Background: an optimization exercise with open tools, aiming at small area and a short achievable clock period. Do not read the settings as production practice. In this exercise RTL edits were held to simulation tests only and were not proved equivalent to the original. Power figures rest on the tool's default switching activity, not on a simulated workload.

==> flow/design.v (excerpt) <==
module cim_mac_tree (
    input         clk,
    input         rst_n,
    input         mac_en,
    input  [7:0]  col_mux,
    input  [15:0] data_in,
    input  [7:0]  bank0,  bank1,  bank2,  bank3,
                  bank4,  bank5,  bank6,  bank7,
                  bank8,  bank9,  bank10, bank11,
                  bank12, bank13, bank14, bank15,
    output [11:0] sum
);
For scale: ~500 cells after synthesis, roughly 63 flip-flops, roughly 170 I/O pins.
clock: 8.0 ns
lec_check: 0
cap_margin: 20
core_margin: 2
core_utilization: 60
cts_buf_list: sky130_fd_sc_hd__clkbuf_4 sky130_fd_sc_hd__clkbuf_8
cts_cluster_diameter: 80
cts_cluster_size: 30
setup_slack_margin: 4.5
slew_margin: 20
synth_hierarchical: 1
standard.sh (not shown) runs the stock make flow with config.mk's settings and CLKGATE_MAP_FILE= SYNTH_SCRIPT=/design/flow/synth_recipe.tcl, a recipe that flattens the netlist after the stock synthesis.
==> flow/flow/run.sh <==
#!/bin/bash
# The standard layout (the standard.sh, unchanged synthesis), with the
# port buffers made of the smallest buffer instead of the default choice.
set -o pipefail
export BUFFER_PORTS_ARGS="-buffer_cell sky130_fd_sc_hd__buf_1"
bash standard.sh finish > standard_flow.log 2>&1
==> next run, changes <==
==> flow/flow/run.sh (replaced) <==
#!/bin/bash
# The standard layout (the standard.sh, unchanged synthesis), with the
# port buffers made of the smallest buffer instead of the default choice,
# and ORFS's power recovery (downsizing of non-critical cells) after global
# routing.
set -o pipefail
export BUFFER_PORTS_ARGS="-buffer_cell sky130_fd_sc_hd__buf_1"
export RECOVER_POWER=100
bash standard.sh finish > standard_flow.log 2>&1
--- a/flow/config.mk
+++ b/flow/config.mk
@@ -10,6 +10,4 @@
 export CORE_UTILIZATION = 60
 export CTS_BUF_LIST = sky130_fd_sc_hd__clkbuf_4 sky130_fd_sc_hd__clkbuf_8
-export CTS_CLUSTER_DIAMETER = 80
-export CTS_CLUSTER_SIZE = 30
 export SETUP_SLACK_MARGIN = 4.5
 export SLEW_MARGIN = 20
This time the run finished with capacitance limit, slew limit left.
Final cell count is unchanged.
Area after synthesis is unchanged.
Non-clock buffer count stays the same.
Design area went down slightly.
Clock-buffer cell count does not change.


Starting RTL as in the previous note.
Settings: LEC_CHECK=0, CAP_MARGIN=0, CORE_MARGIN=2, CORE_UTILIZATION=60, CTS_BUF_LIST=sky130_fd_sc_hd__clkbuf_4 sky130_fd_sc_hd__clkbuf_8, GPL_ROUTABILITY_DRIVEN=0, SETUP_SLACK_MARGIN=4.5, SLEW_MARGIN=0, SYNTH_HIERARCHICAL=1; clock period 8.0 ns.
==> flow/flow/run.sh <==
#!/bin/bash
# The standard layout (the standard.sh, unchanged synthesis), with the
# port buffers made of the smallest buffer instead of the default choice.
set -o pipefail
export BUFFER_PORTS_ARGS="-buffer_cell sky130_fd_sc_hd__buf_1"
bash standard.sh finish > standard_flow.log 2>&1
The baseline went through all stages and came out clean.
Next try:
--- a/flow/config.mk
+++ b/flow/config.mk
@@ -7,3 +7,3 @@
 export LEC_CHECK = 0
-export CAP_MARGIN = 0
+export CAP_MARGIN = 20
 export CORE_MARGIN = 2
@@ -11,5 +11,4 @@
 export CTS_BUF_LIST = sky130_fd_sc_hd__clkbuf_4 sky130_fd_sc_hd__clkbuf_8
-export GPL_ROUTABILITY_DRIVEN = 0
-export SETUP_SLACK_MARGIN = 4.5
-export SLEW_MARGIN = 0
+export SETUP_SLACK_MARGIN = 4.7
+export SLEW_MARGIN = 20
 export SYNTH_HIERARCHICAL = 1
Outcome: Area after synthesis is unchanged. Design area increases by 11%. Combinational power came out higher by 22%. Total power rises by 15%.


Starting RTL as in the previous note.
clock: 8.0 ns
lec_check: 0
cap_margin: 20
core_margin: 2
core_utilization: 60
cts_buf_list: sky130_fd_sc_hd__clkbuf_4 sky130_fd_sc_hd__clkbuf_8
gpl_routability_driven: 0
gpl_timing_driven: 0
setup_slack_margin: 4.5
slew_margin: 20
synth_hierarchical: 1
Scripts as last shown in full above: flow/flow/run.sh
Edit:
GPL_TIMING_DRIVEN = default   (was 0)
SETUP_SLACK_MARGIN = 4.6   (was 4.5)
After rerunning:
- cell area drops by 9.2%
- die area stays the same
- area after synthesis does not change
- cell count is lower by 6.2%
- utilization fell by 7.6 points
Edit:
CTS_BUF_LIST = sky130_fd_sc_hd__clkbuf_4   (was sky130_fd_sc_hd__clkbuf_4 sky130_fd_sc_hd__clkbuf_8)
GPL_ROUTABILITY_DRIVEN = default   (was 0)
SETUP_SLACK_MARGIN = 4.5   (was 4.6)
Result: The new run completed without violations. Via count increases by a few percent. Setup slack got worse by 100 ps. Register-to-register slack got worse by 150 ps. Total power increases by a few percent. Global-route usage increases by 2.3 points.


cim_mac_tree again, from the RTL that the note above started with.
==> flow/design.v (excerpt) <==
module cim_mac_tree (
    input         clk,
    input         rst_n,
    input         mac_en,
    input  [7:0]  col_mux,
    input  [15:0] data_in,
    input  [7:0]  bank0,  bank1,  bank2,  bank3,
                  bank4,  bank5,  bank6,  bank7,
                  bank8,  bank9,  bank10, bank11,
                  bank12, bank13, bank14, bank15,
    output [11:0] sum
);
Settings: LEC_CHECK=0, CAP_MARGIN=20, CORE_MARGIN=2, CORE_UTILIZATION=60, CTS_BUF_LIST=sky130_fd_sc_hd__clkbuf_4 sky130_fd_sc_hd__clkbuf_8, GPL_ROUTABILITY_DRIVEN=0, SETUP_SLACK_MARGIN=4.5, SLEW_MARGIN=20, SYNTH_HIERARCHICAL=1; clock period 8.0 ns.
Scripts as last shown in full above: flow/flow/run.sh
Change:
- CAP_MARGIN: 20 -> 10
- SETUP_SLACK_MARGIN: 4.5 -> 4.55
- SLEW_MARGIN: 20 -> 10
Combinational power rises by about 6%. Core utilization goes up by 1.6 points. Routed wire length barely changes. Cell count stays flat. Non-clock buffer count went up by 2.
Change:
- CAP_MARGIN: 10 -> 20
- GPL_ROUTABILITY_DRIVEN: 0 -> unset
- SETUP_SLACK_MARGIN: 4.55 -> 4.5
- SLEW_MARGIN: 10 -> 20
What happened:
- fmax fell by 1.3%
- sequential power goes up by about 2%
- final area falls by about 1.3%
- die area is unchanged
- count of clock-buffer cells in the layout stays the same


Starting RTL as in the previous note.
export LEC_CHECK = 0
export CAP_MARGIN = 20
export CORE_MARGIN = 2
export CORE_UTILIZATION = 60
export CTS_BUF_LIST = sky130_fd_sc_hd__clkbuf_4 sky130_fd_sc_hd__clkbuf_8
export PLACE_DENSITY = 0.75
export SETUP_SLACK_MARGIN = 4.5
export SLEW_MARGIN = 20
export SYNTH_HIERARCHICAL = 1
create_clock -name core_clock -period 8.0 [get_ports {clk}]
Scripts as last shown in full above: flow/flow/run.sh
The starting point went through all stages and came out clean.
Next try:
CTS_BUF_LIST = sky130_fd_sc_hd__clkbuf_2 sky130_fd_sc_hd__clkbuf_4   (was sky130_fd_sc_hd__clkbuf_4 sky130_fd_sc_hd__clkbuf_8)
PLACE_DENSITY = not set   (was 0.75)
Outcome:
- via count rises by about 0.43%
- area after synthesis does not change
- design area falls by about 1.2%
- global-route usage falls by 1.2 points
- setup slack improved by 16 ps
- clock power falls by 24%
- routed wire length falls by about 1.7%
- cell count stays the same
- non-clock buffer count stays the same
- clock skew rises by 6.8 ps
Next try:
ABC_AREA = 1   (was not set)
CTS_BUF_LIST = sky130_fd_sc_hd__clkbuf_4 sky130_fd_sc_hd__clkbuf_8   (was sky130_fd_sc_hd__clkbuf_2 sky130_fd_sc_hd__clkbuf_4)
The changed run produced a clean layout.
Total power grows by 2.0%.
Combinational power hardly moves.
Via count rises by 11%.
Synthesized cell count climbs by 29%.
Clock-buffer cell count rises by 1.
Register-to-register slack improves by 180 ps.
Cell area came out higher by 6.9%.
Routed wire length is higher by 5.1%.
Maximum frequency is about the same.
Flip-flop and latch count does not change.
Non-clock buffer count rose by 6.
Next try:
ABC_AREA = not set   (was 1)
CORE_UTILIZATION = 55   (was 60)
SETUP_SLACK_MARGIN = 4.55   (was 4.5)
After rerunning: Clock skew is about the same; total power came out lower by a few percent; final area decreases by a few percent; clock power went up by a few percent.
Next try:
CORE_UTILIZATION = 60   (was 55)
SETUP_SLACK_MARGIN = 4.3   (was 4.55)
What happened: The new run finished with timing, DRC and antenna clean; maximum frequency goes down by about 5%; core utilization goes up by 2.9 points; wire length goes down by 8.5%; power goes down by about 2.6%; clock skew barely changes.
Next try:
CORE_UTILIZATION = 50   (was 60)
SETUP_SLACK_MARGIN = 4.5   (was 4.3)
Result:
- worst setup slack improves by 180 ps
- non-clock buffer count climbs by 4
- power shrinks by 0.84%
- worst hold slack stays flat
- global-route usage fell by 4.2 points
- routed wire length goes up by 3.9%

## port drivers added, routing unchanged
Ports are ideal in the flow. The routed layouts listed here were re-timed in OpenROAD. Step 1: set_driving_cell puts a clkbuf_16 on clk and a buf_2 on each other input, an assumption about the parent block. Step 2 moves the port delays by t, midway between the first and last clock arrival at a register: inputs arrive t later, outputs are due t later. That takes back most of the time a late clock gives input paths. Three values: ideal ports, drivers, drivers and shift; two values: the first two.
run | shift t [ns] | setup slack, ns | latest minus earliest clock arrival (ns) | worst register clock-pin slew, ns | worst data-port slew with drivers (ns)
the first run of note 1 | 0.376 | 4.537 / 4.537 / 4.187 | 0.009 / 0.009 | 0.07 / 0.07 | 0.06
the second run of note 1 | 0.366 | 3.235 / 3.253 / 2.886 | 0.008 / 0.009 | 0.07 / 0.07 | 0.04
the first run of note 2 | 0.377 | 4.558 / 4.532 / 4.155 | 0.015 / 0.016 | 0.08 / 0.08 | 0.06
the second run of note 2 | 0.367 | 4.603 / 4.418 / 4.051 | 0.012 / 0.013 | 0.08 / 0.08 | 0.28
the first run of note 3 | 0.365 | 4.386 / 4.371 / 4.006 | 0.017 / 0.016 | 0.08 / 0.08 | 0.06
the second run of note 3 | 0.374 | 4.628 / 4.574 / 4.200 | 0.011 / 0.011 | 0.08 / 0.08 | 0.13
the third run of note 3 | 0.432 | 4.525 / 4.520 / 4.088 | 0.018 / 0.018 | 0.12 / 0.12 | 0.04
the first run of note 4 | 0.380 | 4.547 / 4.519 / 4.140 | 0.012 / 0.011 | 0.08 / 0.08 | 0.06
the second run of note 4 | 0.367 | 4.583 / 4.558 / 4.191 | 0.013 / 0.012 | 0.08 / 0.08 | 0.06
the third run of note 4 | 0.376 | 4.537 / 4.537 / 4.187 | 0.009 / 0.009 | 0.07 / 0.07 | 0.06
the first run of note 5 | 0.388 | 4.509 / 4.483 / 4.095 | 0.011 / 0.012 | 0.07 / 0.07 | 0.06
the second run of note 5 | 0.432 | 4.525 / 4.520 / 4.088 | 0.018 / 0.018 | 0.12 / 0.12 | 0.04
the third run of note 5 | 0.379 | 4.524 / 4.519 / 4.140 | 0.012 / 0.012 | 0.08 / 0.08 | 0.05
the fourth run of note 5 | 0.382 | 4.550 / 4.550 / 4.180 | 0.013 / 0.013 | 0.08 / 0.08 | 0.05
the fifth run of note 5 | 0.403 | 4.358 / 4.373 / 3.970 | 0.014 / 0.013 | 0.08 / 0.08 | 0.04
the sixth run of note 5 | 0.368 | 4.536 / 4.517 / 4.149 | 0.012 / 0.012 | 0.08 / 0.08 | 0.05
For the second run of note 2, which loses most, drivers alone change the setup slack by -0.185 ns; drivers and shift together by -0.552 ns.
